Context: an optimization exercise on an open-source flow, tuned for a short achievable clock period and few clock cycles. The choices shown serve that exercise and are no tape-out recipe.
The RTL was checked by simulation tests, not by an equivalence proof against the original design.
Power is estimated from default activity; no workload was simulated.

==> inputs of juniper <==
==> flow/design.v (excerpt) <==
module CPU(
    input wire clk,
    input wire rst,
    output wire [19:0] instAddr_o,
    input wire [31:0] inst_i,
    output wire [19:0] dataAddr_o,
    output wire data_WE_n_o,
    output wire data_OE_n_o,
    output wire data_CE_n_o,
    output wire [3:0] data_be_n_o,
    output wire [31:0] data_o,
    input wire [31:0] data_i
);
clock: 17.0 ns
lec_check: 0
cap_margin: 50
core_margin: 2
core_utilization: 40
place_density: 0.6
slew_margin: 50
standard.sh (not shown) runs the stock make flow with config.mk's settings and CLKGATE_MAP_FILE= SYNTH_SCRIPT=/design/flow/synth_recipe.tcl, a recipe that flattens the netlist after the stock synthesis.
==> flow/flow/run.sh <==
#!/bin/bash
# The standard layout (standard.sh: the standard flow's own synthesis and ORFS steps),
# with the timing repair aiming for more setup slack than the default, so
# that the layout is optimised well below the design's clock period. The
# clock period and all constraints are the design's (constraint.sdc).
set -euo pipefail
bash standard.sh SETUP_SLACK_MARGIN=13 finish > standard_flow.log 2>&1
==> maple (differences from juniper) <==
--- a/flow/design.v
+++ b/flow/design.v
@@ -2171,11 +2171,10 @@
     reg [19:0] e_addr;          
     reg [31:0] e_sdata;
     reg        e_we_n, e_oe_n, e_ce_n;
     reg [3:0]  e_be_n;
     reg [31:0] e_a, e_b;
-    reg        e_fa_m, e_fa_w, e_fb_m, e_fb_w;
     reg [13:0] e_op;            
     reg        e_mthi, e_mtlo, e_mult, e_div, e_sgn;
     reg [31:0] e_ma, e_mb;      
     reg        e_msgn;
     reg [31:0] e_da, e_db;      
@@ -2350,12 +2349,12 @@
     wire [31:0] id_b = (b_sel == 2'd0) ? id_t : (b_sel == 2'd1) ? id_s : b_imm;
     wire a_hit_e = (a_sel == 2'd0) ? s_hit_e : (a_sel == 2'd1) ? t_hit_e : 1'b0;
     wire b_hit_e = (b_sel == 2'd0) ? t_hit_e : (b_sel == 2'd1) ? s_hit_e : 1'b0;
     wire a_hit_ml = m_lres && ((a_sel == 2'd0) ? s_hit_m : (a_sel == 2'd1) ? t_hit_m : 1'b0);
     wire b_hit_ml = m_lres && ((b_sel == 2'd0) ? t_hit_m : (b_sel == 2'd1) ? s_hit_m : 1'b0);
-    wire [31:0] ex_a = e_fa_m ? m_res : e_fa_w ? w_res : e_a;
-    wire [31:0] ex_b = e_fb_m ? m_res : e_fb_w ? w_res : e_b;
+    wire [31:0] ex_a = e_a;
+    wire [31:0] ex_b = e_b;
     wire [31:0] hi_v = hi_n ? (32'b0 - hi) : hi;
     wire [31:0] lo_v = lo_n ? (32'b0 - lo) : lo;
     wire [31:0] ex_sum, ex_dif;
     wire        ex_geu;
     ksadd #(32) alu_add(.a(ex_a), .b(ex_b), .ci(1'b0), .s(ex_sum), .co());
@@ -2423,10 +2422,12 @@
             3'd3: ld_val = {{16{data_i[15]}}, data_i[15:0]};
             3'd4: ld_val = {16'b0, data_i[31:16]};
             default: ld_val = data_i;
         endcase
     end
+    wire [31:0] ex_out = e_load ? ld_val : ex_res;
+    wire [31:0] late_res = m_lhi ? mul_res[63:32] : mul_res[31:0];
     wire        dv_busy, dv_done, dv_zero_q;
     wire [31:0] dv_q, dv_r;
     mdiv div0(
         .clk(clk), .rst(rst),
         .start(e_div), .na(e_da), .nb(e_db),
@@ -2565,12 +2566,12 @@
         e_ltype <= i_ltype;
         e_stype <= i_stype;
         e_addr <= id_addr[21:2];
         e_sdata <= ft;
         e_sgn <= i_sgn;
-        e_a <= id_a;
-        e_b <= id_b;
+        e_a <= a_hit_e ? ex_out : a_hit_ml ? late_res : id_a;
+        e_b <= b_hit_e ? ex_out : b_hit_ml ? late_res : id_b;
         e_lhi <= i_op[OP_MFHI];
         e_cond <= i_cond;
         e_pred <= pred;
         e_alt <= pred ? pc + 32'd4 : br_target;
         if (i_mult) begin
@@ -2582,14 +2583,10 @@
             e_da <= (i_sgn && fs[31]) ? (32'b0 - fs) : fs;
             e_db <= (i_sgn && ft[31]) ? (32'b0 - ft) : ft;
             e_nq <= i_sgn && (fs[31] ^ ft[31]);
             e_nr <= i_sgn && fs[31];
         end
-        e_fa_m <= a_hit_e;
-        e_fb_m <= b_hit_e;
-        e_fa_w <= a_hit_ml && !a_hit_e;
-        e_fb_w <= b_hit_ml && !b_hit_e;
     end
     always @(posedge clk) begin
         if (rst) begin
             m_wen <= 1'b0;
             m_mult <= 1'b0;
@@ -2599,20 +2596,20 @@
             m_mult <= e_mult;
             m_late <= e_late;
         end
         m_dst <= e_dst;
         m_lhi <= e_lhi;
-        m_res <= e_load ? ld_val : ex_res;
+        m_res <= ex_out;
     end
     always @(posedge clk) begin
         if (rst) begin
             w_wen <= 1'b0;
         end else begin
             w_wen <= m_wen;
         end
         w_dst <= m_dst;
-        w_res <= m_late ? (m_lhi ? mul_res[63:32] : mul_res[31:0]) : m_res;
+        w_res <= m_late ? late_res : m_res;
     end
     always @(posedge clk) begin
         if (w_wen) rf[w_dst] <= w_res;
     end
     always @(posedge clk) begin
CORE_UTILIZATION = 30   (was 40)
PLACE_DENSITY = 0.5   (was 0.6)
==> summary of the runs <==
In juniper the setup slack is lower than in maple, by 0.23 ns. Against maple, the utilization of juniper is higher by 13 points. Global-route usage: maple is lower than juniper (7.8 points). Between juniper and maple, the lower first-iteration DRC count is in maple (gap 21%, measured against maple). Of maple and juniper, juniper has the higher power (gap about 1.1%, measured against juniper). In juniper the register-to-register slack is worse than in maple, by 0.23 ns.
Testbench counts of juniper, summed over its fixed seeds: cycles 34,970.
Testbench counts of maple, summed over its fixed seeds: cycles 34,970.


==> job 1097: inputs <==
Another version of the RTL of CPU (not shown whole).
clock: 17.0 ns
lec_check: 0
cap_margin: 50
core_margin: 2
core_utilization: 30
cts_cluster_diameter: 100
cts_cluster_size: 20
place_density: 0.5
slew_margin: 50
Scripts as last shown in full above: flow/flow/run.sh
==> job 6187 (differences from job 1097) <==
--- a/flow/design.v
+++ b/flow/design.v
@@ -2488,16 +2488,14 @@
     wire [31:0] id_t = !t_nz ? 32'b0 :
                        (t_hit_m && !m_lres) ? m_res :
                        t_hit_w ? w_res : h_tx ? x_res : rf_t;
     wire [31:0] id_a = (a_sel == 2'd0) ? id_s : (a_sel == 2'd1) ? id_t : 32'b0;
     wire [31:0] id_b = (b_sel == 2'd0) ? id_t : (b_sel == 2'd1) ? id_s : b_imm;
     wire a_hit_e = (a_sel == 2'd0) ? s_hit_e : (a_sel == 2'd1) ? t_hit_e : 1'b0;
     wire b_hit_e = (b_sel == 2'd0) ? t_hit_e : (b_sel == 2'd1) ? s_hit_e : 1'b0;
-    wire a_hit_ml = m_lres && ((a_sel == 2'd0) ? s_hit_m : (a_sel == 2'd1) ? t_hit_m : 1'b0);
-    wire b_hit_ml = m_lres && ((b_sel == 2'd0) ? t_hit_m : (b_sel == 2'd1) ? s_hit_m : 1'b0);
     wire [31:0] ex_a = e_a;
     wire [31:0] ex_b = e_b;
     wire [31:0] hi_v = hi_n ? (32'b0 - hi) : hi;
     wire [31:0] lo_v = lo_n ? (32'b0 - lo) : lo;
     wire [31:0] ex_sum, ex_dif;
     wire        ex_geu;
     ksadd #(32) alu_add(.a(ex_a), .b(ex_b), .ci(1'b0), .s(ex_sum), .co());
Settings changed: CORE_UTILIZATION 30 to 40, CTS_CLUSTER_DIAMETER 100 to not set, CTS_CLUSTER_SIZE 20 to not set, PLACE_DENSITY 0.5 to 0.55.
==> job 6958 (differences from job 1097) <==
--- a/flow/design.v
+++ b/flow/design.v
@@ -2488,16 +2488,14 @@
     wire [31:0] id_t = !t_nz ? 32'b0 :
                        (t_hit_m && !m_lres) ? m_res :
                        t_hit_w ? w_res : h_tx ? x_res : rf_t;
     wire [31:0] id_a = (a_sel == 2'd0) ? id_s : (a_sel == 2'd1) ? id_t : 32'b0;
     wire [31:0] id_b = (b_sel == 2'd0) ? id_t : (b_sel == 2'd1) ? id_s : b_imm;
     wire a_hit_e = (a_sel == 2'd0) ? s_hit_e : (a_sel == 2'd1) ? t_hit_e : 1'b0;
     wire b_hit_e = (b_sel == 2'd0) ? t_hit_e : (b_sel == 2'd1) ? s_hit_e : 1'b0;
-    wire a_hit_ml = m_lres && ((a_sel == 2'd0) ? s_hit_m : (a_sel == 2'd1) ? t_hit_m : 1'b0);
-    wire b_hit_ml = m_lres && ((b_sel == 2'd0) ? t_hit_m : (b_sel == 2'd1) ? s_hit_m : 1'b0);
     wire [31:0] ex_a = e_a;
     wire [31:0] ex_b = e_b;
     wire [31:0] hi_v = hi_n ? (32'b0 - hi) : hi;
     wire [31:0] lo_v = lo_n ? (32'b0 - lo) : lo;
     wire [31:0] ex_sum, ex_dif;
     wire        ex_geu;
     ksadd #(32) alu_add(.a(ex_a), .b(ex_b), .ci(1'b0), .s(ex_sum), .co());
==> flow/flow/run.sh (replaced) <==
#!/bin/bash
# The standard layout (standard.sh: the standard flow's own synthesis and ORFS steps),
# with the timing repair aiming for more setup slack than the default, so
# that the layout is optimised well below the design's clock period. The
# clock period and all constraints are the design's (constraint.sdc).
set -euo pipefail
bash standard.sh SETUP_SLACK_MARGIN=14 finish > standard_flow.log 2>&1
Settings changed: CTS_CLUSTER_DIAMETER 100 to not set, CTS_CLUSTER_SIZE 20 to not set.
==> comparison <==
- Job 1097 completed without violations. Job 6187 passed the timing, DRC and antenna checks. Job 6958 finished clean.
- The lowest global-route usage belongs to job 1097, the highest to job 6187.
- In synthesized cell count, job 6187 and job 6958 do not differ.
- Design area: job 6958 > job 6187 > job 1097.
- Cell count, lowest first: job 6187, job 1097, job 6958.
- Sequential share of layout area: job 6958 < job 6187 < job 1097.
- The highest non-clock buffer count belongs to job 6958, the lowest to job 6187.
- Against job 1097, the total power of job 6958 is higher by 18%.
Testbench counts of job 1097, summed over its fixed seeds: cycles 35,090.
Testbench counts of job 6187, summed over its fixed seeds: cycles 35,090.
Testbench counts of job 6958, summed over its fixed seeds: cycles 35,090.

re-timing with driven ports:
The flow's constraints put no driver on any port. The routed layouts listed below were extracted and timed again, unchanged, in two steps. Step 1 (the two cells are an assumption about what drives the block):
set clk [get_ports {clk}]
set_driving_cell -lib_cell sky130_fd_sc_hd__clkbuf_16 $clk
set_driving_cell -lib_cell sky130_fd_sc_hd__buf_2 [delete_from_list [all_inputs] $clk]
Step 2 also shifts input and output timing later by t, the mid clock arrival at the registers, as if the neighbouring blocks saw the same clock. Slacks: ideal / step 1 / step 2; pairs: ideal / step 1.
run	t (ns)	slack for setup (ns)	latest minus earliest clock arrival (ns)	worst register clock-pin slew, ns	worst data-port slew with drivers (ns)
juniper	1.077	11.728 / 11.728 / 11.068	0.137 / 0.137	0.10 / 0.10	0.25
maple	1.034	11.962 / 11.962 / 11.171	0.105 / 0.104	0.09 / 0.09	0.25
job 1097	1.097	11.972 / 11.841 / 11.125	0.140 / 0.140	0.10 / 0.10	0.21
job 6187	1.109	12.016 / 11.989 / 10.988	0.109 / 0.109	0.07 / 0.07	0.18
job 6958	1.157	12.003 / 11.896 / 11.066	0.125 / 0.125	0.08 / 0.08	0.24
After both steps setup and hold are still met in every run listed. For job 6187, which loses most, drivers alone change the setup slack by -0.027 ns; drivers and shift together by -1.028 ns.
